Source: an optimization exercise on an open RTL-to-GDS flow (aim: small area and a short achievable clock period). Production flows keep margins and buffers that such runs may drop.

==> inputs of run Z <==
==> flow/design.v (excerpt) <==
module alu_top (
    input             clk,
    input      [7:0]  a,
    input      [7:0]  b,
    input      [3:0]  sel,
    output reg [15:0] out
);
export LEC_CHECK = 0
export ABC_AREA = 1
export CAP_MARGIN = 20
export CORE_MARGIN = 2
export CORE_UTILIZATION = 60
export SLEW_MARGIN = 20
create_clock -name core_clock -period 32.0 [get_ports {clk}]
standard.sh (not shown) runs the stock make flow with config.mk's settings and CLKGATE_MAP_FILE= SYNTH_SCRIPT=/design/flow/synth_recipe.tcl, a recipe that flattens the netlist after the stock synthesis.
==> flow/flow/run.sh <==
#!/bin/bash
# Layout flow: the standard ORFS layout (standard.sh) with these changes:
#  - synthesis is synth_recipe.tcl, except that ABC runs flow/synth.abc and
#    Yosys's full/half-adder extraction (extract_fa) is applied only to the
#    adder and multiplier modules (flow/fa_modules.txt), which are kept as
#    separate modules until the end of synthesis (SYNTH_HIERARCHICAL=1) and
#    then flattened by synth_recipe.tcl as usual;
#  - the resizer keeps a larger setup slack margin (flow/margin.txt), so it
#    sizes the critical paths instead of stopping at the 32 ns constraint;
#  - the smallest buffer (buf_1) on each port.
# Each tool's output goes to a log file in this folder.
set -euo pipefail
W=$(pwd)
MARGIN=$(cat flow/margin.txt)
FAMODS=$(cat flow/fa_modules.txt)
{
  echo "proc abc {args} {"
  echo "  set i [lsearch \$args -script]"
  echo "  if {\$i >= 0} { lset args [expr {\$i + 1}] $W/flow/synth.abc }"
  echo "  yosys abc {*}\$args"
  echo "}"
  echo "proc extract_fa {args} { yosys extract_fa {*}\$args $FAMODS }"
  cat synth_recipe.tcl
} > my_synth.tcl
EXTRA=()
[ -n "$FAMODS" ] && EXTRA+=(SYNTH_HIERARCHICAL=1 SYNTH_INSBUF=0)
[ -z "$FAMODS" ] && EXTRA+=(ADDER_MAP_FILE=)
bash standard.sh SYNTH_SCRIPT=$W/my_synth.tcl SETUP_SLACK_MARGIN=$MARGIN "${EXTRA[@]}" \
  "BUFFER_PORTS_ARGS=-buffer_cell sky130_fd_sc_hd__buf_1" finish > orfs_make.log 2>&1
cp orfs/logs/*/alu_top/base/*.log . 2>/dev/null || true
==> flow/flow/fa_modules.txt <==
alu_addsub alu_mul
==> flow/flow/margin.txt <==
25
==> flow/flow/synth.abc <==
strash
 dch
 map -a
 topo
 stime -c
 buffer -c
 upsize -c
 dnsize -c
==> run Y (differences from run Z) <==
==> flow/flow/margin.txt (replaced) <==
24
==> flow/flow/synth.abc (replaced) <==
strash
 dch
 map -B 0.9
 topo
 stime -c
==> run B (differences from run Z) <==
--- a/flow/design.v
+++ b/flow/design.v
@@ -347,20 +347,27 @@
     wire bz = (b == 8'd0);
     wire s_as   = (sel == 4'd0) | (sel == 4'd1) | (sel == 4'd2);
     wire s_addc = (sel == 4'd0) | (sel == 4'd1);
     wire s_mul  = (sel == 4'd3);
     wire s_div  = (sel == 4'd4) & ~bz;
     wire s_rem  = (sel == 4'd5) & ~bz;
-    wire s_and  = (sel == 4'd6);
-    wire s_or   = (sel == 4'd7);
     wire s_nand = (sel == 4'd8);
     wire s_nor  = (sel == 4'd9);
-    wire s_xor  = (sel == 4'd10);
     wire s_ones = s_nand | s_nor | (is_sub & ~sum[8]);
-    wire [7:0] lg = ({8{s_and}} & (a & b)) | ({8{s_or}} & (a | b)) | ({8{s_nand}} & ~(a & b))
-                  | ({8{s_nor}} & ~(a | b)) | ({8{s_xor}} & (a ^ b));
+    wire [3:0] tt = (sel == 4'd6)  ? 4'b1000 :    
+                    (sel == 4'd7)  ? 4'b1110 :    
+                    (sel == 4'd8)  ? 4'b0111 :    
+                    (sel == 4'd9)  ? 4'b0001 :    
+                    (sel == 4'd10) ? 4'b0110 :    
+                                     4'b0000;
+    reg [7:0] lg;
+    integer i;
+    always @(*) begin
+        for (i = 0; i < 8; i = i + 1)
+            lg[i] = tt[{a[i], b[i]}];
+    end
     always @(*) begin
         out[7:0]  = ({8{s_as}} & sum[7:0]) | ({8{s_mul}} & prod[7:0]) | ({8{s_div}} & q) | ({8{s_rem}} & r0) | lg;
         out[8]    = (s_addc & sum[8]) | (s_mul & prod[8]) | s_ones;
         out[15:9] = ({7{s_mul}} & prod[15:9]) | {7{s_ones}};
     end
 endmodule
--- a/flow/flow/run.sh
+++ b/flow/flow/run.sh
@@ -4,12 +4,14 @@
 #    Yosys's full/half-adder extraction (extract_fa) is applied only to the
 #    adder and multiplier modules (flow/fa_modules.txt), which are kept as
 #    separate modules until the end of synthesis (SYNTH_HIERARCHICAL=1) and
 #    then flattened by synth_recipe.tcl as usual;
 #  - the resizer keeps a larger setup slack margin (flow/margin.txt), so it
 #    sizes the critical paths instead of stopping at the 32 ns constraint;
+#  - Yosys's synth runs with -noabc, so the adder extraction sees the logic as
+#    written and the one ABC run (flow/synth.abc) maps everything;
 #  - the smallest buffer (buf_1) on each port.
 # Each tool's output goes to a log file in this folder.
 set -euo pipefail
 W=$(pwd)
 MARGIN=$(cat flow/margin.txt)
 FAMODS=$(cat flow/fa_modules.txt)
@@ -19,12 +21,12 @@
   echo "  if {\$i >= 0} { lset args [expr {\$i + 1}] $W/flow/synth.abc }"
   echo "  yosys abc {*}\$args"
   echo "}"
   echo "proc extract_fa {args} { yosys extract_fa {*}\$args $FAMODS }"
   cat synth_recipe.tcl
 } > my_synth.tcl
-EXTRA=()
+EXTRA=(SYNTH_ARGS=-noabc)
 [ -n "$FAMODS" ] && EXTRA+=(SYNTH_HIERARCHICAL=1 SYNTH_INSBUF=0)
 [ -z "$FAMODS" ] && EXTRA+=(ADDER_MAP_FILE=)
 bash standard.sh SYNTH_SCRIPT=$W/my_synth.tcl SETUP_SLACK_MARGIN=$MARGIN "${EXTRA[@]}" \
   "BUFFER_PORTS_ARGS=-buffer_cell sky130_fd_sc_hd__buf_1" finish > orfs_make.log 2>&1
 cp orfs/logs/*/alu_top/base/*.log . 2>/dev/null || true
==> flow/flow/margin.txt (replaced) <==
24
==> flow/flow/synth.abc (replaced) <==
strash
 dch
 map -D 6000
 topo
 stime -c
CORE_UTILIZATION = 50   (was 60)
==> run H (differences from run Z) <==
--- a/flow/design.v
+++ b/flow/design.v
@@ -347,20 +347,27 @@
     wire bz = (b == 8'd0);
     wire s_as   = (sel == 4'd0) | (sel == 4'd1) | (sel == 4'd2);
     wire s_addc = (sel == 4'd0) | (sel == 4'd1);
     wire s_mul  = (sel == 4'd3);
     wire s_div  = (sel == 4'd4) & ~bz;
     wire s_rem  = (sel == 4'd5) & ~bz;
-    wire s_and  = (sel == 4'd6);
-    wire s_or   = (sel == 4'd7);
     wire s_nand = (sel == 4'd8);
     wire s_nor  = (sel == 4'd9);
-    wire s_xor  = (sel == 4'd10);
     wire s_ones = s_nand | s_nor | (is_sub & ~sum[8]);
-    wire [7:0] lg = ({8{s_and}} & (a & b)) | ({8{s_or}} & (a | b)) | ({8{s_nand}} & ~(a & b))
-                  | ({8{s_nor}} & ~(a | b)) | ({8{s_xor}} & (a ^ b));
+    wire [3:0] tt = (sel == 4'd6)  ? 4'b1000 :    
+                    (sel == 4'd7)  ? 4'b1110 :    
+                    (sel == 4'd8)  ? 4'b0111 :    
+                    (sel == 4'd9)  ? 4'b0001 :    
+                    (sel == 4'd10) ? 4'b0110 :    
+                                     4'b0000;
+    reg [7:0] lg;
+    integer i;
+    always @(*) begin
+        for (i = 0; i < 8; i = i + 1)
+            lg[i] = tt[{a[i], b[i]}];
+    end
     always @(*) begin
         out[7:0]  = ({8{s_as}} & sum[7:0]) | ({8{s_mul}} & prod[7:0]) | ({8{s_div}} & q) | ({8{s_rem}} & r0) | lg;
         out[8]    = (s_addc & sum[8]) | (s_mul & prod[8]) | s_ones;
         out[15:9] = ({7{s_mul}} & prod[15:9]) | {7{s_ones}};
     end
 endmodule
--- a/flow/flow/run.sh
+++ b/flow/flow/run.sh
@@ -4,12 +4,14 @@
 #    Yosys's full/half-adder extraction (extract_fa) is applied only to the
 #    adder and multiplier modules (flow/fa_modules.txt), which are kept as
 #    separate modules until the end of synthesis (SYNTH_HIERARCHICAL=1) and
 #    then flattened by synth_recipe.tcl as usual;
 #  - the resizer keeps a larger setup slack margin (flow/margin.txt), so it
 #    sizes the critical paths instead of stopping at the 32 ns constraint;
+#  - Yosys's synth runs with -noabc, so the adder extraction sees the logic as
+#    written and the one ABC run (flow/synth.abc) maps everything;
 #  - the smallest buffer (buf_1) on each port.
 # Each tool's output goes to a log file in this folder.
 set -euo pipefail
 W=$(pwd)
 MARGIN=$(cat flow/margin.txt)
 FAMODS=$(cat flow/fa_modules.txt)
@@ -19,12 +21,12 @@
   echo "  if {\$i >= 0} { lset args [expr {\$i + 1}] $W/flow/synth.abc }"
   echo "  yosys abc {*}\$args"
   echo "}"
   echo "proc extract_fa {args} { yosys extract_fa {*}\$args $FAMODS }"
   cat synth_recipe.tcl
 } > my_synth.tcl
-EXTRA=()
+EXTRA=(SYNTH_ARGS=-noabc)
 [ -n "$FAMODS" ] && EXTRA+=(SYNTH_HIERARCHICAL=1 SYNTH_INSBUF=0)
 [ -z "$FAMODS" ] && EXTRA+=(ADDER_MAP_FILE=)
 bash standard.sh SYNTH_SCRIPT=$W/my_synth.tcl SETUP_SLACK_MARGIN=$MARGIN "${EXTRA[@]}" \
   "BUFFER_PORTS_ARGS=-buffer_cell sky130_fd_sc_hd__buf_1" finish > orfs_make.log 2>&1
 cp orfs/logs/*/alu_top/base/*.log . 2>/dev/null || true
==> flow/flow/margin.txt (replaced) <==
24
==> flow/flow/synth.abc (replaced) <==
strash
 dch
 map -B 0.9
 topo
 stime -c
==> summary.md <==
| Metric | Value |
|---|---|
| Detailed Route WL | 13.84 mm |
| Complex-gate fraction of the synthesized area | 0.04879 |
| Syn Nets | 893 |
| Worst Max-Slew Pin Slew | 846.0 ps |
| Top cell type's share of synthesized area | 0.2475 |
| Routed vias | 5261 |
| Post-DP HPWL | 10.00 mm |
| Met3 usage | 0.04310 |
| Non-clk buf share | 0.05091 |
| Synth cell count leaders | 323 x nand2_1, 181 x clkinv_1, 75 x nand3_1 |
| Top cells by area, synth | nand2_1 25%, fa_1 23%, dfxtp_1 15% |
| First-pass GRT wire length | 22.64 mm |
| Final hold slack | 677.5 ps |
| Met2 Usage GRT | 0.5744 |
| Met1 usage | 0.3964 |
| CP Depth | 22 |
| Cells after DPL | 953 |
| Status | finished clean |
That was run Y.
==> summary.md <==
| Metric | Value |
|---|---|
| First-pass GRT wire length | 23.82 mm |
| Die height | 92.72 um |
| GP Congestion | 0.9377 |
| Syn Nets | 728 |
| Synth cell count leaders | 113 x inv_1, 113 x nor2_1, 98 x nand2_1 |
| Status | finished clean |
| Top cells by area, synth | fa_1 24%, dfxtp_1 15%, inv_1 9.0% |
| Worst Max-Slew Pin Slew | 861.2 ps |
| Met1 usage | 0.4565 |
| Routed vias | 5032 |
| Final hold slack | 649.5 ps |
| Post-DP HPWL | 9.894 mm |
| Met2 Usage GRT | 0.5985 |
| # Max-Cap Violations | 0 |
| Cells after DPL | 772 |
| Fraction of area in multi-input gates | 0.6032 |
| Met3 usage | 0.06103 |
| Layout clock buffers | 6 |
| Synth Area in Adders | 0.2634 |
| Synth Area in XOR/XNOR | 0.05193 |
| Detailed Route WL | 15.29 mm |
That was run Z.
==> summary.md <==
| Metric | Value |
|---|---|
| Routed vias | 4840 |
| Met1 usage | 0.4461 |
| Synth cell count leaders | 285 x nand2_1, 128 x clkinv_1, 71 x nand3_1 |
| Final hold slack | 704.5 ps |
| Cells after DPL | 850 |
| First-pass GRT wire length | 20.80 mm |
| Status | finished clean |
| Post-DP HPWL | 9.075 mm |
| Detailed Route WL | 12.75 mm |
| Top cells by area, synth | fa_1 25%, nand2_1 24%, dfxtp_1 16% |
| Worst Max-Slew Pin Slew | 929.3 ps |
| Syn Nets | 793 |
| CP Depth | 65 |
| Complex-gate fraction of the synthesized area | 0.08164 |
That was run H.
==> summary.md <==
| Metric | Value |
|---|---|
| Met1 usage | 0.3667 |
| Detailed Route WL | 14.74 mm |
| Synth cell count leaders | 115 x nor2_1, 89 x nand2_1, 61 x clkinv_1 |
| Met2 Usage GRT | 0.5763 |
| Cells after DPL | 710 |
| Syn Nets | 652 |
| Status | finished clean |
| Routed vias | 4643 |
| First-pass GRT wire length | 22.16 mm |
| Post-DP HPWL | 9.355 mm |
| Worst Max-Slew Pin Slew | 994.1 ps |
| Complex-gate fraction of the synthesized area | 0.2053 |
That was run B.
No functional check of the RTL was part of any run of this note.

[static timing again, ports no longer ideal]
The flow's constraints put no driver on any port. The routed layouts listed below were extracted and timed again, unchanged, in two steps. Step 1, drivers: a clkbuf_16 drives clk and a buf_2 each remaining input, both assumed. Step 2 moves the port delays by t, midway between the first and last clock arrival at a register: inputs arrive t later, outputs are due t later. That takes back most of the time a late clock gives input paths. Three values: ideal ports, drivers, drivers and shift; two values: the first two.
run | t, ns | setup slack, ns | worst hold slack (ns) | slew at the worst register clock pin (ns)
run Z | 0.323 | 23.051 / 23.051 / 23.051 | 0.650 / 0.650 / 0.650 | 0.09 / 0.09
run Y | 0.314 | 24.420 / 24.420 / 24.420 | 0.677 / 0.677 / 0.677 | 0.08 / 0.08
run B | 0.334 | 23.916 / 23.916 / 23.916 | 0.656 / 0.656 / 0.656 | 0.09 / 0.09
run H | 0.329 | 24.514 / 24.514 / 24.514 | 0.704 / 0.704 / 0.704 | 0.09 / 0.09
After both steps setup and hold are still met in every run listed.
